This design comes from an exercise in tuning for small area and a short achievable clock period on the open sky130 flow, not from production work.
In this exercise RTL edits were held to simulation tests only and were not proved equivalent to the original.
Power is estimated from default activity; no workload was simulated.

$ cat flow/design.v
module movavg(
    input logic clk,
    input logic reset,
    input logic [63:0] din,
    output logic [63:0] dout
);
   logic [63:0] t1, t2, t3;
   logic [63:0] s1, c1, x1, s2, c2;
   logic ao_w1;
   logic ao_w2;
   logic ao_w3;
   logic ao_w4;
   logic ao_w5;
   logic ao_w6;
   logic ao_w7;
   logic ao_w8;
   logic ao_w9;
   logic ao_w10;
   logic ao_w11;
   logic ao_w12;
   logic ao_w13;
   logic ao_w14;
   logic ao_w15;
   logic ao_w16;
   logic ao_w17;
   logic ao_w18;
   logic ao_w19;
   logic ao_w20;
   logic ao_w21;
   logic ao_w22;
   logic ao_w23;
   logic ao_w24;
   logic ao_w25;
   logic ao_w26;
   logic ao_w27;
   logic ao_w28;
   logic ao_w29;
   logic ao_w30;
   logic ao_w31;
   logic ao_w32;
   logic ao_w33;
   logic ao_w34;
   logic ao_w35;
   logic ao_w36;
   logic ao_w37;
   logic ao_w38;
   logic ao_w39;
   logic ao_w40;
   logic ao_w41;
   logic ao_w42;
   logic ao_w43;
   logic ao_w44;
   logic ao_w45;
   logic ao_w46;
   logic ao_w47;
   logic ao_w48;
   logic ao_w49;
   logic ao_w50;
   logic ao_w51;
   logic ao_w52;
   logic ao_w53;
   logic ao_w54;
   logic ao_w55;
   logic ao_w56;
   logic ao_w57;
   logic ao_w58;
   logic ao_w59;
   logic ao_w60;
   logic ao_w61;
   logic ao_w62;
   logic ao_w63;
   logic ao_w64;
   logic ao_w65;
   logic ao_w66;
   logic ao_w67;
   logic ao_w68;
   logic ao_w69;
   logic ao_w70;
   logic ao_w71;
   logic ao_w72;
   logic ao_w73;
   logic ao_w74;
   logic ao_w75;
   logic ao_w76;
   logic ao_w77;
   logic ao_w78;
   logic ao_w79;
   logic ao_w80;
   logic ao_w81;
   logic ao_w82;
   logic ao_w83;
   logic ao_w84;
   logic ao_w85;
   logic ao_w86;
   logic ao_w87;
   logic ao_w88;
   logic ao_w89;
   logic ao_w90;
   logic ao_w91;
   logic ao_w92;
   logic ao_w93;
   logic ao_w94;
   logic ao_w95;
   logic ao_w96;
   logic ao_w97;
   logic ao_w98;
   logic ao_w99;
   logic ao_w100;
   logic ao_w101;
   logic ao_w102;
   logic ao_w103;
   logic ao_w104;
   logic ao_w105;
   logic ao_w106;
   logic ao_w107;
   logic ao_w108;
   logic ao_w109;
   logic ao_w110;
   logic ao_w111;
   logic ao_w112;
   logic ao_w113;
   logic ao_w114;
   logic ao_w115;
   logic ao_w116;
   logic ao_w117;
   logic ao_w118;
   logic ao_w119;
   logic ao_w120;
   logic ao_w121;
   logic ao_w122;
   logic ao_w123;
   logic ao_w124;
   logic ao_w125;
   logic ao_w126;
   logic ao_w127;
   logic ao_w128;
   logic ao_w129;
   logic ao_w130;
   logic ao_w131;
   logic ao_w132;
   logic ao_w133;
   logic ao_w134;
   logic ao_w135;
   logic ao_w136;
   logic ao_w137;
   logic ao_w138;
   logic ao_w139;
   logic ao_w140;
   logic ao_w141;
   logic ao_w142;
   logic ao_w143;
   logic ao_w144;
   logic ao_w145;
   logic ao_w146;
   logic ao_w147;
   logic ao_w148;
   logic ao_w149;
   logic ao_w150;
   logic ao_w151;
   logic ao_w152;
   logic ao_w153;
   logic ao_w154;
   logic ao_w155;
   logic ao_w156;
   logic ao_w157;
   logic ao_w158;
   logic ao_w159;
   logic ao_w160;
   logic ao_w161;
   logic ao_w162;
   logic ao_w163;
   logic ao_w164;
   logic ao_w165;
   logic ao_w166;
   logic ao_w167;
   logic ao_w168;
   logic ao_w169;
   logic ao_w170;
   logic ao_w171;
   logic ao_w172;
   logic ao_w173;
   logic ao_w174;
   logic ao_w175;
   logic ao_w176;
   logic ao_w177;
   logic ao_w178;
   logic ao_w179;
   logic ao_w180;
   logic ao_w181;
   logic ao_w182;
   logic ao_w183;
   logic ao_w184;
   logic ao_w185;
   logic ao_w186;
   logic ao_w187;
   logic ao_w188;
   logic ao_w189;
   logic ao_w190;
   logic ao_w191;
   logic ao_w192;
   logic ao_w193;
   logic ao_w194;
   logic ao_w195;
   logic ao_w196;
   logic ao_w197;
   logic ao_w198;
   logic ao_w199;
   logic ao_w200;
   logic ao_w201;
   logic ao_w202;
   logic ao_w203;
   logic ao_w204;
   logic ao_w205;
   logic ao_w206;
   logic ao_w207;
   logic ao_w208;
   logic ao_w209;
   logic ao_w210;
   logic ao_w211;
   logic ao_w212;
   logic ao_w213;
   logic ao_w214;
   logic ao_w215;
   logic ao_w216;
   logic ao_w217;
   logic ao_w218;
   logic ao_w219;
   logic ao_w220;
   logic ao_w221;
   logic ao_w222;
   logic ao_w223;
   logic ao_w224;
   logic ao_w225;
   logic ao_w226;
   logic ao_w227;
   logic ao_w228;
   logic ao_w229;
   logic ao_w230;
   logic ao_w231;
   logic ao_w232;
   logic ao_w233;
   logic ao_w234;
   logic ao_w235;
   logic ao_w236;
   logic ao_w237;
   logic ao_w238;
   logic ao_w239;
   logic ao_w240;
   logic ao_w241;
   logic ao_w242;
   logic ao_w243;
   logic ao_w244;
   logic ao_w245;
   logic ao_w246;
   logic ao_w247;
   logic ao_w248;
   logic ao_w249;
   logic ao_w250;
   logic ao_w251;
   logic ao_w252;
   logic ao_w253;
   logic ao_w254;
   logic ao_w255;
   logic ao_w256;
   logic ao_w257;
   logic ao_w258;
   logic ao_w259;
   logic ao_w260;
   logic ao_w261;
   logic ao_w262;
   logic ao_w263;
   logic ao_w264;
   logic ao_w265;
   logic ao_w266;
   logic ao_w267;
   logic ao_w268;
   logic ao_w269;
   logic ao_w270;
   logic ao_w271;
   logic ao_w272;
   logic ao_w273;
   logic ao_w274;
   logic ao_w275;
   logic ao_w276;
   logic ao_w277;
   logic ao_w278;
   logic ao_w279;
   logic ao_w280;
   logic ao_w281;
   logic ao_w282;
   logic ao_w283;
   logic ao_w284;
   logic ao_w285;
   logic ao_w286;
   logic ao_w287;
   logic ao_w288;
   logic ao_w289;
   logic ao_w290;
   logic ao_w291;
   logic ao_w292;
   logic ao_w293;
   logic ao_w294;
   logic ao_w295;
   logic ao_w296;
   logic ao_w297;
   logic ao_w298;
   logic ao_w299;
   logic ao_w300;
   logic ao_w301;
   logic ao_w302;
   logic ao_w303;
   logic ao_w304;
   logic ao_w305;
   logic ao_w306;
   logic ao_w307;
   logic ao_w308;
   logic ao_w309;
   logic ao_w310;
   logic ao_w311;
   logic ao_w312;
   logic ao_w313;
   logic ao_w314;
   logic ao_w315;
   logic ao_w316;
   logic ao_w317;
   logic ao_w318;
   logic ao_w319;
   logic ao_w320;
   logic ao_w321;
   logic ao_w322;
   logic ao_w323;
   logic ao_w324;
   logic ao_w325;
   logic ao_w326;
   logic ao_w327;
   logic ao_w328;
   logic ao_w329;
   logic ao_w330;
   logic ao_w331;
   logic ao_w332;
   logic ao_w333;
   logic ao_w334;
   logic ao_w335;
   logic ao_w336;
   logic ao_w337;
   logic ao_w338;
   logic ao_w339;
   logic ao_w340;
   logic ao_w341;
   logic ao_w342;
   logic ao_w343;
   logic ao_w344;
   logic ao_w345;
   logic ao_w346;
   logic ao_w347;
   logic ao_w348;
   logic ao_w349;
   logic ao_w350;
   logic ao_w351;
   logic ao_w352;
   logic ao_w353;
   logic ao_w354;
   logic ao_w355;
   logic ao_w356;
   logic ao_w357;
   logic ao_w358;
   logic ao_w359;
   logic ao_w360;
   logic ao_w361;
   logic ao_w362;
   logic ao_w363;
   logic ao_w364;
   logic ao_w365;
   logic ao_w366;
   logic ao_w367;
   logic ao_w368;
   logic ao_w369;
   logic ao_w370;
   logic ao_w371;
   logic ao_w372;
   logic ao_w373;
   logic ao_w374;
   logic ao_w375;
   logic ao_w376;
   logic ao_w377;
   logic ao_w378;
   logic ao_w379;
   logic ao_w380;
   logic ao_w381;
   logic ao_w382;
   logic ao_w383;
   logic ao_w384;
   logic ao_w385;
   logic ao_w386;
   logic ao_w387;
   logic ao_w388;
   logic ao_w389;
   logic ao_w390;
   logic ao_w391;
   logic ao_w392;
   logic ao_w393;
   logic ao_w394;
   logic ao_w395;
   logic ao_w396;
   logic ao_w397;
   logic ao_w398;
   logic ao_w399;
   logic ao_w400;
   logic ao_w401;
   logic ao_w402;
   logic ao_w403;
   logic ao_w404;
   logic ao_w405;
   logic ao_w406;
   logic ao_w407;
   logic ao_w408;
   logic ao_w409;
   logic ao_w410;
   logic ao_w411;
   logic ao_w412;
   logic ao_w413;
   logic ao_w414;
   logic ao_w415;
   logic ao_w416;
   logic ao_w417;
   logic ao_w418;
   logic ao_w419;
   logic ao_w420;
   logic ao_w421;
   logic ao_w422;
   logic ao_w423;
   logic ao_w424;
   logic ao_w425;
   logic ao_w426;
   logic ao_w427;
   logic ao_w428;
   logic ao_w429;
   logic ao_w430;
   logic ao_w431;
   logic ao_w432;
   logic ao_w433;
   logic ao_w434;
   logic ao_w435;
   logic ao_w436;
   logic ao_w437;
   logic ao_w438;
   logic ao_w439;
   logic ao_w440;
   logic ao_w441;
   logic ao_w442;
   logic ao_w443;
   logic ao_w444;
   logic ao_w445;
   logic ao_w446;
   logic ao_w447;
   logic ao_w448;
   logic ao_w449;
   logic ao_w450;
   logic ao_w451;
   logic ao_w452;
   logic ao_w453;
   logic ao_w454;
   logic ao_w455;
   logic ao_w456;
   logic ao_w457;
   logic ao_w458;
   logic ao_w459;
   logic ao_w460;
   logic ao_w461;
   logic ao_w462;
   logic ao_w463;
   assign s1 = t1 ^ t2 ^ t3;
   assign c1 = {(t1[62:0] & t2[62:0]) | (t3[62:0] & (t1[62:0] | t2[62:0])), 1'b0};
   assign x1 = s1 ^ c1;
   assign s2 = din ^ x1;
   assign c2 = {x1[62:0] & din[62:0] | ~x1[62:0] & s1[62:0], 1'b0};
   assign ao_w1 = s2[0] & c2[0];
   assign ao_w2 = s2[1] & c2[1];
   assign ao_w3 = s2[2] & c2[2];
   assign ao_w4 = s2[3] & c2[3];
   assign ao_w5 = s2[4] & c2[4];
   assign ao_w6 = s2[5] & c2[5];
   assign ao_w7 = s2[6] & c2[6];
   assign ao_w8 = s2[7] & c2[7];
   assign ao_w9 = s2[8] & c2[8];
   assign ao_w10 = s2[9] & c2[9];
   assign ao_w11 = s2[10] & c2[10];
   assign ao_w12 = s2[11] & c2[11];
   assign ao_w13 = s2[12] & c2[12];
   assign ao_w14 = s2[13] & c2[13];
   assign ao_w15 = s2[14] & c2[14];
   assign ao_w16 = s2[15] & c2[15];
   assign ao_w17 = s2[16] & c2[16];
   assign ao_w18 = s2[17] & c2[17];
   assign ao_w19 = s2[18] & c2[18];
   assign ao_w20 = s2[19] & c2[19];
   assign ao_w21 = s2[20] & c2[20];
   assign ao_w22 = s2[21] & c2[21];
   assign ao_w23 = s2[22] & c2[22];
   assign ao_w24 = s2[23] & c2[23];
   assign ao_w25 = s2[24] & c2[24];
   assign ao_w26 = s2[25] & c2[25];
   assign ao_w27 = s2[26] & c2[26];
   assign ao_w28 = s2[27] & c2[27];
   assign ao_w29 = s2[28] & c2[28];
   assign ao_w30 = s2[29] & c2[29];
   assign ao_w31 = s2[30] & c2[30];
   assign ao_w32 = s2[31] & c2[31];
   assign ao_w33 = s2[32] & c2[32];
   assign ao_w34 = s2[33] & c2[33];
   assign ao_w35 = s2[34] & c2[34];
   assign ao_w36 = s2[35] & c2[35];
   assign ao_w37 = s2[36] & c2[36];
   assign ao_w38 = s2[37] & c2[37];
   assign ao_w39 = s2[38] & c2[38];
   assign ao_w40 = s2[39] & c2[39];
   assign ao_w41 = s2[40] & c2[40];
   assign ao_w42 = s2[41] & c2[41];
   assign ao_w43 = s2[42] & c2[42];
   assign ao_w44 = s2[43] & c2[43];
   assign ao_w45 = s2[44] & c2[44];
   assign ao_w46 = s2[45] & c2[45];
   assign ao_w47 = s2[46] & c2[46];
   assign ao_w48 = s2[47] & c2[47];
   assign ao_w49 = s2[48] & c2[48];
   assign ao_w50 = s2[49] & c2[49];
   assign ao_w51 = s2[50] & c2[50];
   assign ao_w52 = s2[51] & c2[51];
   assign ao_w53 = s2[52] & c2[52];
   assign ao_w54 = s2[53] & c2[53];
   assign ao_w55 = s2[54] & c2[54];
   assign ao_w56 = s2[55] & c2[55];
   assign ao_w57 = s2[56] & c2[56];
   assign ao_w58 = s2[57] & c2[57];
   assign ao_w59 = s2[58] & c2[58];
   assign ao_w60 = s2[59] & c2[59];
   assign ao_w61 = s2[60] & c2[60];
   assign ao_w62 = s2[61] & c2[61];
   assign ao_w63 = s2[62] & c2[62];
   assign ao_w64 = s2[63] & c2[63];
   assign ao_w65 = s2[0] ^ c2[0];
   assign ao_w66 = s2[1] ^ c2[1];
   assign ao_w67 = s2[2] ^ c2[2];
   assign ao_w68 = s2[3] ^ c2[3];
   assign ao_w69 = s2[4] ^ c2[4];
   assign ao_w70 = s2[5] ^ c2[5];
   assign ao_w71 = s2[6] ^ c2[6];
   assign ao_w72 = s2[7] ^ c2[7];
   assign ao_w73 = s2[8] ^ c2[8];
   assign ao_w74 = s2[9] ^ c2[9];
   assign ao_w75 = s2[10] ^ c2[10];
   assign ao_w76 = s2[11] ^ c2[11];
   assign ao_w77 = s2[12] ^ c2[12];
   assign ao_w78 = s2[13] ^ c2[13];
   assign ao_w79 = s2[14] ^ c2[14];
   assign ao_w80 = s2[15] ^ c2[15];
   assign ao_w81 = s2[16] ^ c2[16];
   assign ao_w82 = s2[17] ^ c2[17];
   assign ao_w83 = s2[18] ^ c2[18];
   assign ao_w84 = s2[19] ^ c2[19];
   assign ao_w85 = s2[20] ^ c2[20];
   assign ao_w86 = s2[21] ^ c2[21];
   assign ao_w87 = s2[22] ^ c2[22];
   assign ao_w88 = s2[23] ^ c2[23];
   assign ao_w89 = s2[24] ^ c2[24];
   assign ao_w90 = s2[25] ^ c2[25];
   assign ao_w91 = s2[26] ^ c2[26];
   assign ao_w92 = s2[27] ^ c2[27];
   assign ao_w93 = s2[28] ^ c2[28];
   assign ao_w94 = s2[29] ^ c2[29];
   assign ao_w95 = s2[30] ^ c2[30];
   assign ao_w96 = s2[31] ^ c2[31];
   assign ao_w97 = s2[32] ^ c2[32];
   assign ao_w98 = s2[33] ^ c2[33];
   assign ao_w99 = s2[34] ^ c2[34];
   assign ao_w100 = s2[35] ^ c2[35];
   assign ao_w101 = s2[36] ^ c2[36];
   assign ao_w102 = s2[37] ^ c2[37];
   assign ao_w103 = s2[38] ^ c2[38];
   assign ao_w104 = s2[39] ^ c2[39];
   assign ao_w105 = s2[40] ^ c2[40];
   assign ao_w106 = s2[41] ^ c2[41];
   assign ao_w107 = s2[42] ^ c2[42];
   assign ao_w108 = s2[43] ^ c2[43];
   assign ao_w109 = s2[44] ^ c2[44];
   assign ao_w110 = s2[45] ^ c2[45];
   assign ao_w111 = s2[46] ^ c2[46];
   assign ao_w112 = s2[47] ^ c2[47];
   assign ao_w113 = s2[48] ^ c2[48];
   assign ao_w114 = s2[49] ^ c2[49];
   assign ao_w115 = s2[50] ^ c2[50];
   assign ao_w116 = s2[51] ^ c2[51];
   assign ao_w117 = s2[52] ^ c2[52];
   assign ao_w118 = s2[53] ^ c2[53];
   assign ao_w119 = s2[54] ^ c2[54];
   assign ao_w120 = s2[55] ^ c2[55];
   assign ao_w121 = s2[56] ^ c2[56];
   assign ao_w122 = s2[57] ^ c2[57];
   assign ao_w123 = s2[58] ^ c2[58];
   assign ao_w124 = s2[59] ^ c2[59];
   assign ao_w125 = s2[60] ^ c2[60];
   assign ao_w126 = s2[61] ^ c2[61];
   assign ao_w127 = s2[62] ^ c2[62];
   assign ao_w128 = s2[63] ^ c2[63];
   assign ao_w129 = ao_w2 | (ao_w66 & ao_w1);
   assign ao_w130 = ao_w66 & ao_w65;
   assign ao_w131 = ao_w4 | (ao_w68 & ao_w3);
   assign ao_w132 = ao_w68 & ao_w67;
   assign ao_w133 = ao_w6 | (ao_w70 & ao_w5);
   assign ao_w134 = ao_w70 & ao_w69;
   assign ao_w135 = ao_w8 | (ao_w72 & ao_w7);
   assign ao_w136 = ao_w72 & ao_w71;
   assign ao_w137 = ao_w3 | (ao_w67 & ao_w129);
   assign ao_w138 = ao_w67 & ao_w130;
   assign ao_w139 = ao_w131 | (ao_w132 & ao_w129);
   assign ao_w140 = ao_w132 & ao_w130;
   assign ao_w141 = ao_w7 | (ao_w71 & ao_w133);
   assign ao_w142 = ao_w71 & ao_w134;
   assign ao_w143 = ao_w135 | (ao_w136 & ao_w133);
   assign ao_w144 = ao_w136 & ao_w134;
   assign ao_w145 = ao_w5 | (ao_w69 & ao_w139);
   assign ao_w146 = ao_w69 & ao_w140;
   assign ao_w147 = ao_w133 | (ao_w134 & ao_w139);
   assign ao_w148 = ao_w134 & ao_w140;
   assign ao_w149 = ao_w141 | (ao_w142 & ao_w139);
   assign ao_w150 = ao_w142 & ao_w140;
   assign ao_w151 = ao_w143 | (ao_w144 & ao_w139);
   assign ao_w152 = ao_w144 & ao_w140;
   assign ao_w153 = ao_w10 | (ao_w74 & ao_w9);
   assign ao_w154 = ao_w74 & ao_w73;
   assign ao_w155 = ao_w12 | (ao_w76 & ao_w11);
   assign ao_w156 = ao_w76 & ao_w75;
   assign ao_w157 = ao_w14 | (ao_w78 & ao_w13);
   assign ao_w158 = ao_w78 & ao_w77;
   assign ao_w159 = ao_w16 | (ao_w80 & ao_w15);
   assign ao_w160 = ao_w80 & ao_w79;
   assign ao_w161 = ao_w11 | (ao_w75 & ao_w153);
   assign ao_w162 = ao_w75 & ao_w154;
   assign ao_w163 = ao_w155 | (ao_w156 & ao_w153);
   assign ao_w164 = ao_w156 & ao_w154;
   assign ao_w165 = ao_w15 | (ao_w79 & ao_w157);
   assign ao_w166 = ao_w79 & ao_w158;
   assign ao_w167 = ao_w159 | (ao_w160 & ao_w157);
   assign ao_w168 = ao_w160 & ao_w158;
   assign ao_w169 = ao_w13 | (ao_w77 & ao_w163);
   assign ao_w170 = ao_w77 & ao_w164;
   assign ao_w171 = ao_w157 | (ao_w158 & ao_w163);
   assign ao_w172 = ao_w158 & ao_w164;
   assign ao_w173 = ao_w165 | (ao_w166 & ao_w163);
   assign ao_w174 = ao_w166 & ao_w164;
   assign ao_w175 = ao_w167 | (ao_w168 & ao_w163);
   assign ao_w176 = ao_w168 & ao_w164;
   assign ao_w177 = ao_w18 | (ao_w82 & ao_w17);
   assign ao_w178 = ao_w82 & ao_w81;
   assign ao_w179 = ao_w20 | (ao_w84 & ao_w19);
   assign ao_w180 = ao_w84 & ao_w83;
   assign ao_w181 = ao_w22 | (ao_w86 & ao_w21);
   assign ao_w182 = ao_w86 & ao_w85;
   assign ao_w183 = ao_w24 | (ao_w88 & ao_w23);
   assign ao_w184 = ao_w88 & ao_w87;
   assign ao_w185 = ao_w19 | (ao_w83 & ao_w177);
   assign ao_w186 = ao_w83 & ao_w178;
   assign ao_w187 = ao_w179 | (ao_w180 & ao_w177);
   assign ao_w188 = ao_w180 & ao_w178;
   assign ao_w189 = ao_w23 | (ao_w87 & ao_w181);
   assign ao_w190 = ao_w87 & ao_w182;
   assign ao_w191 = ao_w183 | (ao_w184 & ao_w181);
   assign ao_w192 = ao_w184 & ao_w182;
   assign ao_w193 = ao_w21 | (ao_w85 & ao_w187);
   assign ao_w194 = ao_w85 & ao_w188;
   assign ao_w195 = ao_w181 | (ao_w182 & ao_w187);
   assign ao_w196 = ao_w182 & ao_w188;
   assign ao_w197 = ao_w189 | (ao_w190 & ao_w187);
   assign ao_w198 = ao_w190 & ao_w188;
   assign ao_w199 = ao_w191 | (ao_w192 & ao_w187);
   assign ao_w200 = ao_w192 & ao_w188;
   assign ao_w201 = ao_w26 | (ao_w90 & ao_w25);
   assign ao_w202 = ao_w90 & ao_w89;
   assign ao_w203 = ao_w28 | (ao_w92 & ao_w27);
   assign ao_w204 = ao_w92 & ao_w91;
   assign ao_w205 = ao_w30 | (ao_w94 & ao_w29);
   assign ao_w206 = ao_w94 & ao_w93;
   assign ao_w207 = ao_w32 | (ao_w96 & ao_w31);
   assign ao_w208 = ao_w96 & ao_w95;
   assign ao_w209 = ao_w27 | (ao_w91 & ao_w201);
   assign ao_w210 = ao_w91 & ao_w202;
   assign ao_w211 = ao_w203 | (ao_w204 & ao_w201);
   assign ao_w212 = ao_w204 & ao_w202;
   assign ao_w213 = ao_w31 | (ao_w95 & ao_w205);
   assign ao_w214 = ao_w95 & ao_w206;
   assign ao_w215 = ao_w207 | (ao_w208 & ao_w205);
   assign ao_w216 = ao_w208 & ao_w206;
   assign ao_w217 = ao_w29 | (ao_w93 & ao_w211);
   assign ao_w218 = ao_w93 & ao_w212;
   assign ao_w219 = ao_w205 | (ao_w206 & ao_w211);
   assign ao_w220 = ao_w206 & ao_w212;
   assign ao_w221 = ao_w213 | (ao_w214 & ao_w211);
   assign ao_w222 = ao_w214 & ao_w212;
   assign ao_w223 = ao_w215 | (ao_w216 & ao_w211);
   assign ao_w224 = ao_w216 & ao_w212;
   assign ao_w225 = ao_w34 | (ao_w98 & ao_w33);
   assign ao_w226 = ao_w98 & ao_w97;
   assign ao_w227 = ao_w36 | (ao_w100 & ao_w35);
   assign ao_w228 = ao_w100 & ao_w99;
   assign ao_w229 = ao_w38 | (ao_w102 & ao_w37);
   assign ao_w230 = ao_w102 & ao_w101;
   assign ao_w231 = ao_w40 | (ao_w104 & ao_w39);
   assign ao_w232 = ao_w104 & ao_w103;
   assign ao_w233 = ao_w35 | (ao_w99 & ao_w225);
   assign ao_w234 = ao_w99 & ao_w226;
   assign ao_w235 = ao_w227 | (ao_w228 & ao_w225);
   assign ao_w236 = ao_w228 & ao_w226;
   assign ao_w237 = ao_w39 | (ao_w103 & ao_w229);
   assign ao_w238 = ao_w103 & ao_w230;
   assign ao_w239 = ao_w231 | (ao_w232 & ao_w229);
   assign ao_w240 = ao_w232 & ao_w230;
   assign ao_w241 = ao_w37 | (ao_w101 & ao_w235);
   assign ao_w242 = ao_w101 & ao_w236;
   assign ao_w243 = ao_w229 | (ao_w230 & ao_w235);
   assign ao_w244 = ao_w230 & ao_w236;
   assign ao_w245 = ao_w237 | (ao_w238 & ao_w235);
   assign ao_w246 = ao_w238 & ao_w236;
   assign ao_w247 = ao_w239 | (ao_w240 & ao_w235);
   assign ao_w248 = ao_w240 & ao_w236;
   assign ao_w249 = ao_w42 | (ao_w106 & ao_w41);
   assign ao_w250 = ao_w106 & ao_w105;
   assign ao_w251 = ao_w44 | (ao_w108 & ao_w43);
   assign ao_w252 = ao_w108 & ao_w107;
   assign ao_w253 = ao_w46 | (ao_w110 & ao_w45);
   assign ao_w254 = ao_w110 & ao_w109;
   assign ao_w255 = ao_w48 | (ao_w112 & ao_w47);
   assign ao_w256 = ao_w112 & ao_w111;
   assign ao_w257 = ao_w43 | (ao_w107 & ao_w249);
   assign ao_w258 = ao_w107 & ao_w250;
   assign ao_w259 = ao_w251 | (ao_w252 & ao_w249);
   assign ao_w260 = ao_w252 & ao_w250;
   assign ao_w261 = ao_w47 | (ao_w111 & ao_w253);
   assign ao_w262 = ao_w111 & ao_w254;
   assign ao_w263 = ao_w255 | (ao_w256 & ao_w253);
   assign ao_w264 = ao_w256 & ao_w254;
   assign ao_w265 = ao_w45 | (ao_w109 & ao_w259);
   assign ao_w266 = ao_w109 & ao_w260;
   assign ao_w267 = ao_w253 | (ao_w254 & ao_w259);
   assign ao_w268 = ao_w254 & ao_w260;
   assign ao_w269 = ao_w261 | (ao_w262 & ao_w259);
   assign ao_w270 = ao_w262 & ao_w260;
   assign ao_w271 = ao_w263 | (ao_w264 & ao_w259);
   assign ao_w272 = ao_w264 & ao_w260;
   assign ao_w273 = ao_w50 | (ao_w114 & ao_w49);
   assign ao_w274 = ao_w114 & ao_w113;
   assign ao_w275 = ao_w52 | (ao_w116 & ao_w51);
   assign ao_w276 = ao_w116 & ao_w115;
   assign ao_w277 = ao_w54 | (ao_w118 & ao_w53);
   assign ao_w278 = ao_w118 & ao_w117;
   assign ao_w279 = ao_w56 | (ao_w120 & ao_w55);
   assign ao_w280 = ao_w120 & ao_w119;
   assign ao_w281 = ao_w51 | (ao_w115 & ao_w273);
   assign ao_w282 = ao_w115 & ao_w274;
   assign ao_w283 = ao_w275 | (ao_w276 & ao_w273);
   assign ao_w284 = ao_w276 & ao_w274;
   assign ao_w285 = ao_w55 | (ao_w119 & ao_w277);
   assign ao_w286 = ao_w119 & ao_w278;
   assign ao_w287 = ao_w279 | (ao_w280 & ao_w277);
   assign ao_w288 = ao_w280 & ao_w278;
   assign ao_w289 = ao_w53 | (ao_w117 & ao_w283);
   assign ao_w290 = ao_w117 & ao_w284;
   assign ao_w291 = ao_w277 | (ao_w278 & ao_w283);
   assign ao_w292 = ao_w278 & ao_w284;
   assign ao_w293 = ao_w285 | (ao_w286 & ao_w283);
   assign ao_w294 = ao_w286 & ao_w284;
   assign ao_w295 = ao_w287 | (ao_w288 & ao_w283);
   assign ao_w296 = ao_w288 & ao_w284;
   assign ao_w297 = ao_w58 | (ao_w122 & ao_w57);
   assign ao_w298 = ao_w122 & ao_w121;
   assign ao_w299 = ao_w60 | (ao_w124 & ao_w59);
   assign ao_w300 = ao_w124 & ao_w123;
   assign ao_w301 = ao_w62 | (ao_w126 & ao_w61);
   assign ao_w302 = ao_w126 & ao_w125;
   assign ao_w303 = ao_w64 | (ao_w128 & ao_w63);
   assign ao_w304 = ao_w128 & ao_w127;
   assign ao_w305 = ao_w59 | (ao_w123 & ao_w297);
   assign ao_w306 = ao_w123 & ao_w298;
   assign ao_w307 = ao_w299 | (ao_w300 & ao_w297);
   assign ao_w308 = ao_w300 & ao_w298;
   assign ao_w309 = ao_w63 | (ao_w127 & ao_w301);
   assign ao_w310 = ao_w127 & ao_w302;
   assign ao_w311 = ao_w303 | (ao_w304 & ao_w301);
   assign ao_w312 = ao_w304 & ao_w302;
   assign ao_w313 = ao_w61 | (ao_w125 & ao_w307);
   assign ao_w314 = ao_w125 & ao_w308;
   assign ao_w315 = ao_w301 | (ao_w302 & ao_w307);
   assign ao_w316 = ao_w302 & ao_w308;
   assign ao_w317 = ao_w309 | (ao_w310 & ao_w307);
   assign ao_w318 = ao_w310 & ao_w308;
   assign ao_w319 = ao_w311 | (ao_w312 & ao_w307);
   assign ao_w320 = ao_w312 & ao_w308;
   assign ao_w321 = ao_w175 | (ao_w176 & ao_w151);
   assign ao_w322 = ao_w176 & ao_w152;
   assign ao_w323 = ao_w223 | (ao_w224 & ao_w199);
   assign ao_w324 = ao_w224 & ao_w200;
   assign ao_w325 = ao_w271 | (ao_w272 & ao_w247);
   assign ao_w326 = ao_w272 & ao_w248;
   assign ao_w327 = ao_w319 | (ao_w320 & ao_w295);
   assign ao_w328 = ao_w320 & ao_w296;
   assign ao_w329 = ao_w199 | (ao_w200 & ao_w321);
   assign ao_w330 = ao_w200 & ao_w322;
   assign ao_w331 = ao_w323 | (ao_w324 & ao_w321);
   assign ao_w332 = ao_w324 & ao_w322;
   assign ao_w333 = ao_w295 | (ao_w296 & ao_w325);
   assign ao_w334 = ao_w296 & ao_w326;
   assign ao_w335 = ao_w327 | (ao_w328 & ao_w325);
   assign ao_w336 = ao_w328 & ao_w326;
   assign ao_w337 = ao_w247 | (ao_w248 & ao_w331);
   assign ao_w338 = ao_w248 & ao_w332;
   assign ao_w339 = ao_w325 | (ao_w326 & ao_w331);
   assign ao_w340 = ao_w326 & ao_w332;
   assign ao_w341 = ao_w333 | (ao_w334 & ao_w331);
   assign ao_w342 = ao_w334 & ao_w332;
   assign ao_w343 = ao_w335 | (ao_w336 & ao_w331);
   assign ao_w344 = ao_w336 & ao_w332;
   assign ao_w345 = ao_w9 | (ao_w73 & ao_w151);
   assign ao_w346 = ao_w153 | (ao_w154 & ao_w151);
   assign ao_w347 = ao_w161 | (ao_w162 & ao_w151);
   assign ao_w348 = ao_w163 | (ao_w164 & ao_w151);
   assign ao_w349 = ao_w169 | (ao_w170 & ao_w151);
   assign ao_w350 = ao_w171 | (ao_w172 & ao_w151);
   assign ao_w351 = ao_w173 | (ao_w174 & ao_w151);
   assign ao_w352 = ao_w175 | (ao_w176 & ao_w151);
   assign ao_w353 = ao_w17 | (ao_w81 & ao_w321);
   assign ao_w354 = ao_w177 | (ao_w178 & ao_w321);
   assign ao_w355 = ao_w185 | (ao_w186 & ao_w321);
   assign ao_w356 = ao_w187 | (ao_w188 & ao_w321);
   assign ao_w357 = ao_w193 | (ao_w194 & ao_w321);
   assign ao_w358 = ao_w195 | (ao_w196 & ao_w321);
   assign ao_w359 = ao_w197 | (ao_w198 & ao_w321);
   assign ao_w360 = ao_w199 | (ao_w200 & ao_w321);
   assign ao_w361 = ao_w25 | (ao_w89 & ao_w329);
   assign ao_w362 = ao_w201 | (ao_w202 & ao_w329);
   assign ao_w363 = ao_w209 | (ao_w210 & ao_w329);
   assign ao_w364 = ao_w211 | (ao_w212 & ao_w329);
   assign ao_w365 = ao_w217 | (ao_w218 & ao_w329);
   assign ao_w366 = ao_w219 | (ao_w220 & ao_w329);
   assign ao_w367 = ao_w221 | (ao_w222 & ao_w329);
   assign ao_w368 = ao_w223 | (ao_w224 & ao_w329);
   assign ao_w369 = ao_w33 | (ao_w97 & ao_w331);
   assign ao_w370 = ao_w225 | (ao_w226 & ao_w331);
   assign ao_w371 = ao_w233 | (ao_w234 & ao_w331);
   assign ao_w372 = ao_w235 | (ao_w236 & ao_w331);
   assign ao_w373 = ao_w241 | (ao_w242 & ao_w331);
   assign ao_w374 = ao_w243 | (ao_w244 & ao_w331);
   assign ao_w375 = ao_w245 | (ao_w246 & ao_w331);
   assign ao_w376 = ao_w247 | (ao_w248 & ao_w331);
   assign ao_w377 = ao_w41 | (ao_w105 & ao_w337);
   assign ao_w378 = ao_w249 | (ao_w250 & ao_w337);
   assign ao_w379 = ao_w257 | (ao_w258 & ao_w337);
   assign ao_w380 = ao_w259 | (ao_w260 & ao_w337);
   assign ao_w381 = ao_w265 | (ao_w266 & ao_w337);
   assign ao_w382 = ao_w267 | (ao_w268 & ao_w337);
   assign ao_w383 = ao_w269 | (ao_w270 & ao_w337);
   assign ao_w384 = ao_w271 | (ao_w272 & ao_w337);
   assign ao_w385 = ao_w49 | (ao_w113 & ao_w339);
   assign ao_w386 = ao_w273 | (ao_w274 & ao_w339);
   assign ao_w387 = ao_w281 | (ao_w282 & ao_w339);
   assign ao_w388 = ao_w283 | (ao_w284 & ao_w339);
   assign ao_w389 = ao_w289 | (ao_w290 & ao_w339);
   assign ao_w390 = ao_w291 | (ao_w292 & ao_w339);
   assign ao_w391 = ao_w293 | (ao_w294 & ao_w339);
   assign ao_w392 = ao_w295 | (ao_w296 & ao_w339);
   assign ao_w393 = ao_w57 | (ao_w121 & ao_w341);
   assign ao_w394 = ao_w297 | (ao_w298 & ao_w341);
   assign ao_w395 = ao_w305 | (ao_w306 & ao_w341);
   assign ao_w396 = ao_w307 | (ao_w308 & ao_w341);
   assign ao_w397 = ao_w313 | (ao_w314 & ao_w341);
   assign ao_w398 = ao_w315 | (ao_w316 & ao_w341);
   assign ao_w399 = ao_w317 | (ao_w318 & ao_w341);
   assign ao_w400 = ao_w319 | (ao_w320 & ao_w341);
   assign ao_w401 = ao_w66 ^ ao_w1;
   assign ao_w402 = ao_w67 ^ ao_w129;
   assign ao_w403 = ao_w68 ^ ao_w137;
   assign ao_w404 = ao_w69 ^ ao_w139;
   assign ao_w405 = ao_w70 ^ ao_w145;
   assign ao_w406 = ao_w71 ^ ao_w147;
   assign ao_w407 = ao_w72 ^ ao_w149;
   assign ao_w408 = ao_w73 ^ ao_w151;
   assign ao_w409 = ao_w74 ^ ao_w345;
   assign ao_w410 = ao_w75 ^ ao_w346;
   assign ao_w411 = ao_w76 ^ ao_w347;
   assign ao_w412 = ao_w77 ^ ao_w348;
   assign ao_w413 = ao_w78 ^ ao_w349;
   assign ao_w414 = ao_w79 ^ ao_w350;
   assign ao_w415 = ao_w80 ^ ao_w351;
   assign ao_w416 = ao_w81 ^ ao_w352;
   assign ao_w417 = ao_w82 ^ ao_w353;
   assign ao_w418 = ao_w83 ^ ao_w354;
   assign ao_w419 = ao_w84 ^ ao_w355;
   assign ao_w420 = ao_w85 ^ ao_w356;
   assign ao_w421 = ao_w86 ^ ao_w357;
   assign ao_w422 = ao_w87 ^ ao_w358;
   assign ao_w423 = ao_w88 ^ ao_w359;
   assign ao_w424 = ao_w89 ^ ao_w360;
   assign ao_w425 = ao_w90 ^ ao_w361;
   assign ao_w426 = ao_w91 ^ ao_w362;
   assign ao_w427 = ao_w92 ^ ao_w363;
   assign ao_w428 = ao_w93 ^ ao_w364;
   assign ao_w429 = ao_w94 ^ ao_w365;
   assign ao_w430 = ao_w95 ^ ao_w366;
   assign ao_w431 = ao_w96 ^ ao_w367;
   assign ao_w432 = ao_w97 ^ ao_w368;
   assign ao_w433 = ao_w98 ^ ao_w369;
   assign ao_w434 = ao_w99 ^ ao_w370;
   assign ao_w435 = ao_w100 ^ ao_w371;
   assign ao_w436 = ao_w101 ^ ao_w372;
   assign ao_w437 = ao_w102 ^ ao_w373;
   assign ao_w438 = ao_w103 ^ ao_w374;
   assign ao_w439 = ao_w104 ^ ao_w375;
   assign ao_w440 = ao_w105 ^ ao_w376;
   assign ao_w441 = ao_w106 ^ ao_w377;
   assign ao_w442 = ao_w107 ^ ao_w378;
   assign ao_w443 = ao_w108 ^ ao_w379;
   assign ao_w444 = ao_w109 ^ ao_w380;
   assign ao_w445 = ao_w110 ^ ao_w381;
   assign ao_w446 = ao_w111 ^ ao_w382;
   assign ao_w447 = ao_w112 ^ ao_w383;
   assign ao_w448 = ao_w113 ^ ao_w384;
   assign ao_w449 = ao_w114 ^ ao_w385;
   assign ao_w450 = ao_w115 ^ ao_w386;
   assign ao_w451 = ao_w116 ^ ao_w387;
   assign ao_w452 = ao_w117 ^ ao_w388;
   assign ao_w453 = ao_w118 ^ ao_w389;
   assign ao_w454 = ao_w119 ^ ao_w390;
   assign ao_w455 = ao_w120 ^ ao_w391;
   assign ao_w456 = ao_w121 ^ ao_w392;
   assign ao_w457 = ao_w122 ^ ao_w393;
   assign ao_w458 = ao_w123 ^ ao_w394;
   assign ao_w459 = ao_w124 ^ ao_w395;
   assign ao_w460 = ao_w125 ^ ao_w396;
   assign ao_w461 = ao_w126 ^ ao_w397;
   assign ao_w462 = ao_w127 ^ ao_w398;
   assign ao_w463 = ao_w128 ^ ao_w399;
   assign dout = {ao_w463, ao_w462, ao_w461, ao_w460, ao_w459, ao_w458, ao_w457, ao_w456, ao_w455, ao_w454, ao_w453, ao_w452, ao_w451, ao_w450, ao_w449, ao_w448, ao_w447, ao_w446, ao_w445, ao_w444, ao_w443, ao_w442, ao_w441, ao_w440, ao_w439, ao_w438, ao_w437, ao_w436, ao_w435, ao_w434, ao_w433, ao_w432, ao_w431, ao_w430, ao_w429, ao_w428, ao_w427, ao_w426, ao_w425, ao_w424, ao_w423, ao_w422, ao_w421, ao_w420, ao_w419, ao_w418, ao_w417, ao_w416, ao_w415, ao_w414, ao_w413, ao_w412, ao_w411, ao_w410, ao_w409, ao_w408, ao_w407, ao_w406, ao_w405, ao_w404, ao_w403, ao_w402, ao_w401, ao_w65};
   always_ff @(posedge clk) begin
      if (reset) begin
         t1 <= 64'h0;
         t2 <= 64'h0;
         t3 <= 64'h0;
      end else begin
         t1 <= din;
         t2 <= t1;
         t3 <= t2;
      end
   end
endmodule
$ cat flow/flow/run.sh
#!/bin/bash
set -euo pipefail
export BUFFER_PORTS_ARGS="-buffer_cell sky130_fd_sc_hd__buf_2"
bash standard.sh > standard_make.log 2>&1
$ cat flow/standard.sh
#!/bin/bash
# synth_recipe.tcl (not shown) runs the flow's synth.tcl, then flattens the netlist and writes it again
# the make line also repeats each setting of config.mk as NAME=value (left out here)
make -C /OpenROAD-flow-scripts/flow DESIGN_CONFIG=/design/flow/config.mk WORK_HOME=/design/flow/orfs CLKGATE_MAP_FILE= SYNTH_SCRIPT=/design/flow/synth_recipe.tcl "${@:-finish}"
$ cat flow/config.mk
export PLATFORM = sky130hd
export DESIGN_NAME = movavg
export DESIGN_NICKNAME = movavg
export VERILOG_FILES = /design/flow/design.v
export SDC_FILE = /design/flow/constraint.sdc
export NUM_CORES = 4
export LEC_CHECK = 0
export CAP_MARGIN = 20
export CORE_MARGIN = 2
export CORE_UTILIZATION = 65
export CTS_BUF_LIST = sky130_fd_sc_hd__clkbuf_4 sky130_fd_sc_hd__clkbuf_8
export PLACE_DENSITY = 0.75
export SETUP_SLACK_MARGIN = 0
export SLEW_MARGIN = 20
$ cat flow/constraint.sdc
create_clock -name core_clock -period 7.5 [get_ports {clk}]
set_input_delay 1.5000 -clock core_clock [delete_from_list [all_inputs] [get_ports {clk}]]
set_output_delay 1.5000 -clock core_clock [all_outputs]
set_load 0.01 [all_outputs]
==> impl_metrics.toml, run 1 <==
[status]
status = "timing/DRC/antenna clean"

[sta]
slew_viol_final = 0
rsz0062_at_grt = "false"
period_needed_ns = 6.15
fin_tns_setup_ns = 0
slew_headroom = 0.434
skew_ns = 0.0124
max_freq_mhz = 163
fin_hold_ws_ns = 0.476
hold_violations = 0
fin_crit_sh = 0.820
setup_viol = 0
worst_pin_slew_ns = 0.849

[finish]
final_layout_size_suffix_gt1_frac = 0.153
fin_nets = 1332
mostFrequentLayoutCells = "nor2b_1 (192), dfxtp_1 (192), xnor2_1 (161), buf_2 (128), fa_1 (69)"
syn_to_final_growth_pct = 7.20
diodes = 0
design_area_um2 = 12000
utilization = 0.703

[placed_design]
detailed_place.area_um2 = 11600
gp_congestion = 0.814
hpwl_um = 13800
port_buffers = 129

[global_route]
use_met3 = 0.0445
grt_pass1_vias = 6701
grt_use_total = 0.203
use_met1 = 0.268
grt_max_degree = 118
top_usage_layer = "met2"
use_met2 = 0.348
grt_pass1_wl_um = 30200
grt.overflow.total = 0
antenna_found_initial = 1

[worst_setup_path]
start_kind = "input pin"
path_cells = "buf_2, maj3_1, ha_1, a21oi_1, o21ai_1, a21oi_1, a2111oi_4, o211ai_2, a21oi_4, o21ai_1, nand2b_2, a41o_1, xnor2_1, buf_2"
cp.buffers_inverters = 2
worstSetupPathType = "in2out"
critPathMaxFanout = 6
max_stage_delay_ns = 0.42
cp-end-kind = "output port"
arrival_ns = 4.65
slowest_stage = "a21oi_1"
cp.required_ns = 6.00
cpLargestDelayFamily = "compound AO/OA/AOI/OAI gates"

[logic_synthesis]
syn_inst = 1070
synth_edf_count = 0
ys_seq_area_frac = 0.342
synth_nets = 1268
async_flop_share = 0
ys.flop_type = "dfxtp_1"
synth.area.top_cells = "dfxtp_1 (34%), xnor2_1 (13%), fa_1 (12%)"
synth_area_leader_cell = "dfxtp_1"
ys_warn_count = 1
netlist_area_um2 = 11200
ys_ff_latch = 192
yosysTopAreaCellShare = 0.342
syn_avg_cell_area_um2 = 10.5
synth_cell_type_count = 47

[clocking]
cts_buffers = 17
cts_tree = "yes"
h-tree-depth = 4
cts_setup_buffers = 0
cts.clk_slew.worst_paths_ns = 0.10
clock_latency_ns = 0.45
ctsLongestPathBuffers = 2
clockRootBuffer = "clkbuf_8"
cts_hold_buf = 0
cts_sinks = 192
ctsResizeCount = 0

[die]
start_util = 0.656
die_h_um = 135
dieArea_um2 = 18300
core_region_area_um2 = 17100
io_pins = 130
rows = 48
die_width_um = 135

[detailed_routing]
wl_per_cell_um = 13.2
vias_per_cell = 5.02
drc = 0
firstDrtPassIters = 4
drt-total-wl_um = 18200
drt_iter0_markers = 177
num_vias = 6881
ant_nets = 0

[pwr]
seq_power_share = 0.381
switching_power_w = 0.000948
p_int_w = 0.00191
total_power_w = 0.00286
pwr-share-clk = 0.253
irDropWorstVdd_uv = 196
switching_share = 0.332
p_per_area_nw_per_um2 = 237
combPwrFrac = 0.366
p_leak_nw = 5.24

[hold_path]
min_path_type = "reg2reg"

[run]
drv_cap = 0
-- power groups by stage --
stage | logic [W] | registers (W) | clock network [W]
CTS | 0.00106 | 0.00109 | 0.000747
global placement | 0.00103 | 0.00111 | 0
detailed placement | 0.00105 | 0.00111 | 0
global route | 0.00116 | 0.00110 | 0.000787
finish | 0.00105 | 0.00109 | 0.000722
floorplan | 0.000971 | 0.00111 | 0
-- registers in the layout, indices dropped and copies added, names as in the netlist --
name  flops
t3       64
t2       64
t1       64
-- through the flow --
| stage | worst slack, ns | instances |
|---|---|---|
| CTS | 1.32 | 1372 |
| finish | 1.35 | 1372 |
| global placement | 1.38 | 1340 |
| floorplan | 1.95 | 1070 |
| detailed placement | 1.35 | 1340 |
| global route | 1.13 | 1372 |
-- synthesized netlist by cell type, drive strengths merged (4+ instances only) --
master / instances
nor2b: 192
a21oi: 39
dfxtp: 192
nor3: 6
xnor2: 161
a21o: 27
fa: 69
o21bai: 5
o211ai: 4
o21ai: 14
buf: 64
o21a: 14
nand2: 21
inv: 40
maj3: 56
ha: 63
nand3: 8
clkbuf: 21
nand4: 6
a31oi: 5
xor2: 17
nor2: 24
-- final cells by class --
cell class,count,area [um^2]
Multi-Input combinational cell,753,6680
Fill cell,1354,5080
Sequential cell,192,3840
Timing Repair Buffer,130,659
Tap cell,225,282
Clock buffer,21,277
Clock inverter,11,150
Inverter,40,150
-- logic make-up after synthesis --
group,after synthesis,synth area share
xor gates and xnor gates,178,0.139
AOI/OAI and AO/OA,116,0.0721
adders and majority gates,188,0.243
DFF,192,0.342
and+or+nand+nor,271,0.140
buffers and inverters,125,0.0632
-- routing by layer --
layer	vias to the layer above	share of wire
li1	3546	-
met2	96	0.47
met5	-	0.00072
met1	3226	0.49
met4	2	0.0061
met3	11	0.038
-- path summary, 6_finish.rpt --
check,from,end,slack (ns),cells past startpoint
worst min-delay path,t2[23],t3[23],0.48,1
worst min register to register,t2[23],t3[23],0.48,1
worst max-delay path,din[8],dout[63],1.35,14
worst max register to register,t1[18],t2[18],6.88,1
==> run 2, diff against run 1 <==
--- a/flow/config.mk
+++ b/flow/config.mk
@@ -10,5 +10,5 @@
 export CORE_UTILIZATION = 65
 export CTS_BUF_LIST = sky130_fd_sc_hd__clkbuf_4 sky130_fd_sc_hd__clkbuf_8
 export PLACE_DENSITY = 0.75
-export SETUP_SLACK_MARGIN = 0
+export SETUP_SLACK_MARGIN = 1.0
 export SLEW_MARGIN = 20
==> run 2 against run 1 <==
Compared with the run above: die area unchanged; clock power about the same; maximum frequency unchanged; synthesized cell count unchanged; sequential cell count unchanged; register-to-register slack about the same; sequential power about the same; routed wire length unchanged; global-route usage unchanged; utilization unchanged; clock skew unchanged; critical endpoint unchanged.
==> impl_metrics.toml, run 2 <==
[status]
status = "timing/DRC/antenna clean"

[clocking]
ctsLongestPathBuffers = 2
ctsResizeCount = 0
clockRootBuffer = "clkbuf_8"
h-tree-depth = 4
cts_buffers = 17
cts_setup_buffers = 0
clock_latency_ns = 0.45
cts.clk_slew.worst_paths_ns = 0.10
cts_hold_buf = 0
cts_tree = "yes"
cts_sinks = 192

[hold_path]
min_path_type = "reg2reg"
hold_path_depth = 1
hold_end = "t3[23]"
worstHoldStart = "t2[23]"

[pwr]
irDropWorstVdd_uv = 196
p_per_area_nw_per_um2 = 237
p_int_w = 0.00191
p_leak_nw = 5.24
switching_share = 0.332
pwr-share-clk = 0.253
seq_power_share = 0.381
switching_power_w = 0.000948
combPwrFrac = 0.366
total_power_w = 0.00286

[placed_design]
hpwl_um = 13800
gp_congestion = 0.814
dp_cells = 1340
port_buffers = 129

[detailed_routing]
ant_nets = 0
firstDrtPassIters = 4
drt_iter0_markers = 177
vias_per_cell = 5.02
drc = 0
wl_per_cell_um = 13.2
drt-total-wl_um = 18200
num_vias = 6881

[die]
io_pins = 130
dieArea_um2 = 18300
die_h_um = 135
rows = 48
die_width_um = 135
start_util = 0.656
core_region_area_um2 = 17100

[finish]
syn_to_final_growth_pct = 7.20
diodes = 0
instances_no_fill = 1372
final_layout_size_suffix_gt1_frac = 0.153
utilization = 0.703
reg_top3 = "t1 x64, t2 x64, t3 x64"
fin_nets = 1332
mostFrequentLayoutCells = "nor2b_1 (192), dfxtp_1 (192), xnor2_1 (161), buf_2 (128), fa_1 (69)"

[logic_synthesis]
syn_avg_cell_area_um2 = 10.5
synth_xor_area_frac = 0.139
synth_nets = 1268
synthAdderAreaFrac = 0.243
synth_compound_area_frac = 0.0721
synth.area.top_cells = "dfxtp_1 (34%), xnor2_1 (13%), fa_1 (12%)"
ys.flop_type = "dfxtp_1"
synth_edf_count = 0
ys_warn_count = 1
ys_ff_latch = 192
synth_area_leader_cell = "dfxtp_1"
ys_seq_area_frac = 0.342
syn_inst = 1070
yosysTopAreaCellShare = 0.342
synth_top_family_by_area = "adder cells"
async_flop_share = 0
yosys.area_share.simple = 0.140
synthTopCellsByCount = "dfxtp_1 (192), nor2b_1 (192), xnor2_1 (161), fa_1 (69), buf_4 (64)"
synth_cell_type_count = 47
netlist_area_um2 = 11200
synth_mux_area_frac = 0

[global_route]
antenna_found_initial = 1
grt_pass1_wl_um = 30200
grt_max_degree = 118
grt.overflow.total = 0
grt_pass1_vias = 6701
grt_use_total = 0.203

[worst_setup_path]
cp-end-kind = "output port"
worstReg2RegEnd = "t2[18]"
worstSetupPathType = "in2out"
cp.required_ns = 6.00
start_kind = "input pin"
r2r_start = "t1[18]"
critPathMaxFanout = 6
crit_start = "din[8]"
rr_worst_depth = 1
arrival_ns = 4.65
r2r_setup_slack_ns = 6.88

[run]
drv_cap = 0

[sta]
fin_hold_ws_ns = 0.476
hold_violations = 0
fin_tns_setup_ns = 0
skew_ns = 0.0124
worst_pin_slew_ns = 0.849
slew_viol_final = 0
max_freq_mhz = 163
setup_viol = 0
period_needed_ns = 6.15
fin_crit_sh = 0.820
slew_headroom = 0.434
rsz0062_at_grt = "false"
## run 2: cell counts after synthesis
Identical to the previous run, type by type.
## run 2: cells by family (layout without fill, tap and decap cells)
logic type | count (synthesis) | count (layout)
and+or+nand+nor | 271 | 271
DFF | 192 | 192
adders and majority gates | 188 | 188
xor gates and xnor gates | 178 | 178
buffers and inverters | 125 | 202
AOI/OAI and AO/OA | 116 | 116
## run 2: per-stage QoR
stage	worst slack [ns]	area, um^2
6_report	1.35	12000
5_1_grt	1.13	12000
4_1_cts	1.32	12000
3_5_place_dp	1.35	11600
3_3_place_gp	1.38	11600
2_1_floorplan	1.95	11200
## run 2: worst max-delay path: stages
cell       delay [ns]
buf_2            0.12
maj3_1           0.36
ha_1             0.35
a21oi_1          0.22
o21ai_1          0.10
a21oi_1          0.42
a2111oi_4        0.20
o211ai_2         0.27
a21oi_4          0.11
o21ai_1          0.18
nand2b_2         0.14
a41o_1           0.26
xnor2_1          0.22
buf_2            0.18
## run 2: worst max-delay path by stage
stage	to	slack, ns	depth (start not counted)
floorplan	dout[41]	1.95	11
global placement	dout[63]	1.38	14
detailed placement	dout[63]	1.35	14
CTS	dout[63]	1.32	14
global route	dout[63]	1.13	14
finish	dout[63]	1.35	14
## run 2: power by group through the flow
| stage | clock network [W] | registers, W | logic [W] |
|---|---|---|---|
| 4_1_cts | 0.000747 | 0.00109 | 0.00106 |
| 3_3_place_gp | 0 | 0.00111 | 0.00103 |
| 3_5_place_dp | 0 | 0.00111 | 0.00105 |
| 5_1_grt | 0.000787 | 0.00110 | 0.00116 |
| 6_report | 0.000722 | 0.00109 | 0.00105 |
| 2_1_floorplan | 0 | 0.00111 | 0.000971 |
## run 2: final cells by class
class                   count  area, um^2
multi-input cells         753        6680
fillers                  1354        5080
flip-flops and latches    192        3840
repair buffers            130         659
well taps                 225         282
clock buffers              21         277
clock inverters            11         150
inverters                  40         150
## run 2: metal layers
| layer | up-vias | share of wire | global-route usage |
|---|---|---|---|
| met5 | - | 0.00072 | 0 |
| met4 | 2 | 0.0061 | 0.0382 |
| met3 | 11 | 0.038 | 0.0445 |
| met2 | 96 | 0.47 | 0.348 |
| met1 | 3226 | 0.49 | 0.268 |
| li1 | 3546 | - | - |
==> run 3, diff against run 2 <==
--- a/flow/config.mk
+++ b/flow/config.mk
@@ -10,5 +10,5 @@
 export CORE_UTILIZATION = 65
 export CTS_BUF_LIST = sky130_fd_sc_hd__clkbuf_4 sky130_fd_sc_hd__clkbuf_8
 export PLACE_DENSITY = 0.75
-export SETUP_SLACK_MARGIN = 1.0
+export SETUP_SLACK_MARGIN = 1.5
 export SLEW_MARGIN = 20
==> run 3 against run 2 <==
Compared with the run above: still clean; maximum frequency increased by 3.7%; die area unchanged; total power increased by 3.2%; cell count increased by 0.80%; worst hold slack got worse by 0.0036 ns; critical path type unchanged; largest cell class unchanged.
==> impl_metrics.toml, run 3 <==
[logic_synthesis]
yosysTopAreaCellShare = 0.342
synthTopCellsByCount = "dfxtp_1 (192), nor2b_1 (192), xnor2_1 (161), fa_1 (69), buf_4 (64)"
ys_ff_latch = 192
synth.area.top_cells = "dfxtp_1 (34%), xnor2_1 (13%), fa_1 (12%)"
synthAdderAreaFrac = 0.243
syn_inst = 1070
synth_xor_area_frac = 0.139
synth_cell_type_count = 47
ys.flop_type = "dfxtp_1"
yosys.area_share.simple = 0.140
synth_mux_area_frac = 0
synth_nets = 1268
netlist_area_um2 = 11200
async_flop_share = 0
synth_area_leader_cell = "dfxtp_1"
synth_compound_area_frac = 0.0721
ys_seq_area_frac = 0.342
synth_edf_count = 0
ys_warn_count = 1
synth_top_family_by_area = "adder cells"
syn_avg_cell_area_um2 = 10.5

[sta]
setup_viol = 0
worst_pin_slew_ns = 0.846
fin_tns_setup_ns = 0
period_needed_ns = 5.93
layout_setup_ws_ns = 1.57
fin_hold_ws_ns = 0.473
hold_violations = 0
slew_headroom = 0.436
skew_ns = 0.0149
rsz0062_at_grt = "true"
max_freq_mhz = 169
slew_viol_final = 0
fin_crit_sh = 0.790

[finish]
seqCellArea_um2 = 3840
n_fill_cell = 1285
reg_top3 = "t1 x64, t2 x64, t3 x64"
syn_to_final_growth_pct = 10.9
final_layout_size_suffix_gt1_frac = 0.201
mostFrequentLayoutCells = "nor2b_1 (192), dfxtp_1 (192), xnor2_1 (158), buf_2 (128), fa_1 (69)"
fin_nets = 1342
multiInputGateArea_um2 = 7010
instances_no_fill = 1383

[die]
io_pins = 130
die_width_um = 135
start_util = 0.656
dieArea_um2 = 18300
die_h_um = 135
core_region_area_um2 = 17100
rows = 48

[clocking]
ctsLongestPathBuffers = 2
h-tree-depth = 4
cts_buffers = 17
cts_tree = "yes"
cts_sinks = 192
cts.clk_slew.worst_paths_ns = 0.10
clock_latency_ns = 0.45
clockRootBuffer = "clkbuf_8"
cts_hold_buf = 0

[placed_design]
port_buffers = 129
hpwl_um = 13800
dp_slack_ns = 1.35
gp_congestion = 0.814
dp_cells = 1340

[worst_setup_path]
cp.required_ns = 6.00
arrival_ns = 4.43
start_kind = "input pin"
critPathMaxFanout = 6
cp-end-kind = "output port"
worstSetupPathType = "in2out"

[global_route]
grt_use_total = 0.206
antenna_found_initial = 2
grt_pass1_wl_um = 30700
grt_pass1_vias = 6811
grt_max_degree = 118
grt.overflow.total = 0

[pwr]
irDropWorstVdd_uv = 196
p_per_area_nw_per_um2 = 237
p_leak_nw = 5.32
total_power_w = 0.00295

[detailed_routing]
firstDrtPassIters = 5
num_vias = 7010
vias_per_cell = 5.07
drt_iter0_markers = 193
drt-total-wl_um = 19200
ant_nets = 0
wl_per_cell_um = 13.9
drc = 0

[hold_path]
min_path_type = "reg2reg"

[run]
drv_cap = 0

[status]
status = "timing/DRC/antenna clean"
run 3: cell families after synthesis:
family | count (synthesis)
AND/OR/NAND/NOR | 271
flip-flops | 192
adder cells (fa/ha/maj) | 188
XOR/XNOR | 178
buffers and inverters | 125
AO/OA/AOI/OAI | 116
run 3: metal layers:
layer	vias to the layer above	wire, um	GRT usage
li1	3573	-	-
met1	3320	9090	0.271
met2	98	9240	0.352
met3	17	654	0.0445
met4	2	169	0.0446
met5	-	13	0
run 3: worst paths after layout:
path | slack, ns | cells after the start | start | to
worst max-delay path | 1.57 | 15 | din[24] | dout[63]
worst min-delay path | 0.47 | 1 | t2[23] | t3[23]
worst max register to register | 6.87 | 1 | t1[4] | t2[4]
worst min register to register | 0.47 | 1 | t2[23] | t3[23]
run 3: worst max-delay path, stage by stage:
cell	delay [ns]
buf_2	0.12
maj3_1	0.39
ha_4	0.28
a21oi_2	0.16
o21ai_2	0.09
a221oi_1	0.28
o211ai_1	0.20
buf_4	0.19
o211ai_4	0.19
a21oi_4	0.12
o21ai_2	0.18
nand2b_4	0.10
a41o_1	0.27
xnor2_2	0.18
buf_2	0.17
run 3: stage by stage:
stage / util / instance area [um^2]
floorplan: - / 11200
CTS: 0.710 / 12200
detailed placement: 0.678 / 11600
global placement: 0.678 / 11600
global route: 0.727 / 12500
finish: 0.727 / 12500
run 3: timing repair:
item,in CTS,in global routing
pin swaps,6,16
gates resized for setup,9,43
setup endpoints to repair,10,26
hold endpoints to repair,0,0
setup buffers,6,4
run 3: report_power, final:
| part | switching [W] | total [W] | internal (W) |
|---|---|---|---|
| combinational | 0.000594 | 0.00114 | 0.000541 |
| sequential | 0.0000281 | 0.00109 | 0.00106 |
| clock | 0.000366 | 0.000725 | 0.000359 |
run 3: cell type report:
| type | instances | share of cell area |
|---|---|---|
| Tap cell | 225 | 0.0226 |
| Timing Repair Buffer | 140 | 0.0590 |
| Clock buffer | 21 | 0.0222 |
| Inverter | 40 | 0.0121 |
| Antenna cell | 1 | 0.000201 |
| Sequential cell | 192 | 0.309 |
| Clock inverter | 11 | 0.0121 |
| Multi-Input combinational cell | 753 | 0.563 |
==> run 4, diff against run 3 <==
--- a/flow/config.mk
+++ b/flow/config.mk
@@ -8,7 +8,7 @@
 export CAP_MARGIN = 20
 export CORE_MARGIN = 2
 export CORE_UTILIZATION = 65
-export CTS_BUF_LIST = sky130_fd_sc_hd__clkbuf_4 sky130_fd_sc_hd__clkbuf_8
+export CTS_BUF_LIST = sky130_fd_sc_hd__clkbuf_8
+export CTS_CLUSTER_SIZE = 40
 export PLACE_DENSITY = 0.75
-export SETUP_SLACK_MARGIN = 1.5
 export SLEW_MARGIN = 20
==> run 4 against run 3 <==
Compared with the run above: critical path type unchanged; worst hold slack better by 0.0036 ns; first-iteration DRC count is 8.3% lower; still clean on timing, DRC and antenna; synthesized area stayed put; global-route usage is 0.31 points lower; clock skew is 0.0025 ns lower; combinational power is 8% lower; maximum frequency is 3.6% lower; non-clock buffer count is 10 lower; total power is 3.4% lower; cell count is 0.80% lower.
==> impl_metrics.toml, run 4 <==
[pwr]
pwr-share-clk = 0.250
p_int_w = 0.00190
seq_power_share = 0.382
irDropWorstVdd_uv = 196
p_leak_nw = 5.24
switching_share = 0.333
total_power_w = 0.00285
combPwrFrac = 0.368
p_per_area_nw_per_um2 = 237
switching_power_w = 0.000948

[worst_setup_path]
cp_num_cells = 14
max_stage_delay_ns = 0.42
cp.required_ns = 6.00
crit_start = "din[8]"
slowest_stage = "a21oi_1"
rr_worst_depth = 1
arrival_ns = 4.65
setup.worst_path.end = "dout[63]"
cp.buffers_inverters = 2
worstSetupPathType = "in2out"
worstReg2RegEnd = "t2[18]"
start_kind = "input pin"
path_cells = "buf_2, maj3_1, ha_1, a21oi_1, o21ai_1, a21oi_1, a2111oi_4, o211ai_2, a21oi_4, o21ai_1, nand2b_2, a41o_1, xnor2_1, buf_2"
critPathMaxFanout = 6
r2r_setup_slack_ns = 6.88
cp-end-kind = "output port"
cpLargestDelayFamily = "compound AO/OA/AOI/OAI gates"
r2r_start = "t1[18]"

[logic_synthesis]
async_flop_share = 0
ys_seq_area_frac = 0.342
ys_ff_latch = 192
netlist_area_um2 = 11200
synth_edf_count = 0
syn_inst = 1070
synth_nets = 1268
synth.area.top_cells = "dfxtp_1 (34%), xnor2_1 (13%), fa_1 (12%)"
syn_avg_cell_area_um2 = 10.5
synth_area_leader_cell = "dfxtp_1"
synth_cell_type_count = 47
ys.flop_type = "dfxtp_1"
yosysTopAreaCellShare = 0.342
ys_warn_count = 1
synthTopCellsByCount = "dfxtp_1 (192), nor2b_1 (192), xnor2_1 (161), fa_1 (69), buf_4 (64)"

[sta]
worst_pin_slew_ns = 0.849
fin_tns_setup_ns = 0
slew_viol_final = 0
fin_crit_sh = 0.820
fin_hold_ws_ns = 0.476
rsz0062_at_grt = "false"
layout_setup_ws_ns = 1.35
max_freq_mhz = 163
period_needed_ns = 6.15
skew_ns = 0.0124
hold_violations = 0
slew_headroom = 0.434
setup_viol = 0

[die]
dieArea_um2 = 18300
rows = 48
die_width_um = 135
core_region_area_um2 = 17100
start_util = 0.656
io_pins = 130
die_h_um = 135

[run]
drv_cap = 0

[global_route]
grt_use_total = 0.203
antenna_found_initial = 1
grt_pass1_vias = 6701
grt.overflow.total = 0
grt_pass1_wl_um = 30200
grt_max_degree = 118

[placed_design]
dp_slack_ns = 1.35
port_buffers = 129
hpwl_um = 13800
gp_congestion = 0.814

[finish]
diodes = 0
mostFrequentLayoutCells = "nor2b_1 (192), dfxtp_1 (192), xnor2_1 (161), buf_2 (128), fa_1 (69)"
final_layout_size_suffix_gt1_frac = 0.152
n_fill_cell = 1355
syn_to_final_growth_pct = 7.13
fin_nets = 1332
utilization = 0.703
reg_top3 = "t1 x64, t2 x64, t3 x64"

[clocking]
clock_latency_ns = 0.45
h-tree-depth = 4
cts_sinks = 192
ctsResizeCount = 0
cts_hold_buf = 0
clockRootBuffer = "clkbuf_8"
cts.clk_slew.worst_paths_ns = 0.10
cts_buffers = 17
cts_tree = "yes"
cts_setup_buffers = 0
ctsLongestPathBuffers = 2

[detailed_routing]
num_vias = 6881
drt_iter0_markers = 177
drt-total-wl_um = 18200
vias_per_cell = 5.02
wl_per_cell_um = 13.2
drc = 0
ant_nets = 0
firstDrtPassIters = 4

[hold_path]
hold_path_depth = 1
min_path_type = "reg2reg"

[status]
status = "timing/DRC/antenna clean"
-- run 4: final cells by class --
class	count	area, um^2	share of cell area
Clock inverter	13	158	0.0131
Multi-Input combinational cell	753	6680	0.555
Inverter	40	150	0.0125
Clock buffer	19	262	0.0217
Tap cell	225	282	0.0234
Sequential cell	192	3840	0.320
Timing Repair Buffer	130	659	0.0548
-- run 4: worst min-delay path by stage --
| stage | start | endpoint |
|---|---|---|
| floorplan | t2[49] | t3[49] |
| global placement | t2[49] | t3[49] |
| detailed placement | t1[63] | t2[63] |
| CTS | t2[18] | t3[18] |
| global route | t2[18] | t3[18] |
| finish | t2[23] | t3[23] |
-- run 4: per-stage QoR --
stage | instances | instance area (um^2)
floorplan | 1070 | 11200
global placement | 1340 | 11600
CTS | 1372 | 12000
global route | 1372 | 12000
detailed placement | 1340 | 11600
finish | 1372 | 12000
-- run 4: routing by layer --
metal  global-route usage  vias up  share of wire
li1                     -     3546              -
met1                0.268     3226           0.49
met2                0.348       96           0.47
met3               0.0445       11          0.038
met4               0.0382        2         0.0061
met5                    0        -        0.00072
-- run 4: power by group through the flow --
stage / Sequential (W) / Combinational (W) / Clock (W)
after floorplan: 0.00111 / 0.000971 / 0
after global placement: 0.00111 / 0.00103 / 0
after detailed placement: 0.00111 / 0.00105 / 0
after CTS: 0.00109 / 0.00106 / 0.000737
after global routing: 0.00110 / 0.00116 / 0.000777
final: 0.00109 / 0.00105 / 0.000712
-- run 4: kinds of logic after synthesis --
group	share of synthesized area
AOI/OAI and AO/OA	0.0721
DFF	0.342
and+or+nand+nor	0.140
buffers and inverters	0.0632
adders and majority gates	0.243
xor gates and xnor gates	0.139

==> port drivers added, routing unchanged <==
The flow's constraints put no driver on any port. The routed layouts listed below were extracted and timed again, unchanged, in two steps.
Step 1: set_driving_cell puts a clkbuf_16 on clk and a buf_2 on each other input, an assumption about the parent block.
Step 2 moves the port delays by t, midway between the first and last clock arrival at a register: inputs arrive t later, outputs are due t later. That takes back most of the time a late clock gives input paths.
Three values: ideal, step 1, step 2; two values: the first two.
| run | t (ns) | slack for setup (ns) | cell pins on the clock port's net |
|---|---|---|---|
| run 1 | 0.479 | 1.352 / 1.333 / 1.333 | 1 |
| run 2 | 0.479 | 1.352 / 1.333 / 1.333 | 1 |
| run 3 | 0.483 | 1.571 / 1.552 / 1.552 | 1 |
| run 4 | 0.479 | 1.352 / 1.333 / 1.333 | 1 |
After both steps every run listed still meets setup and hold.
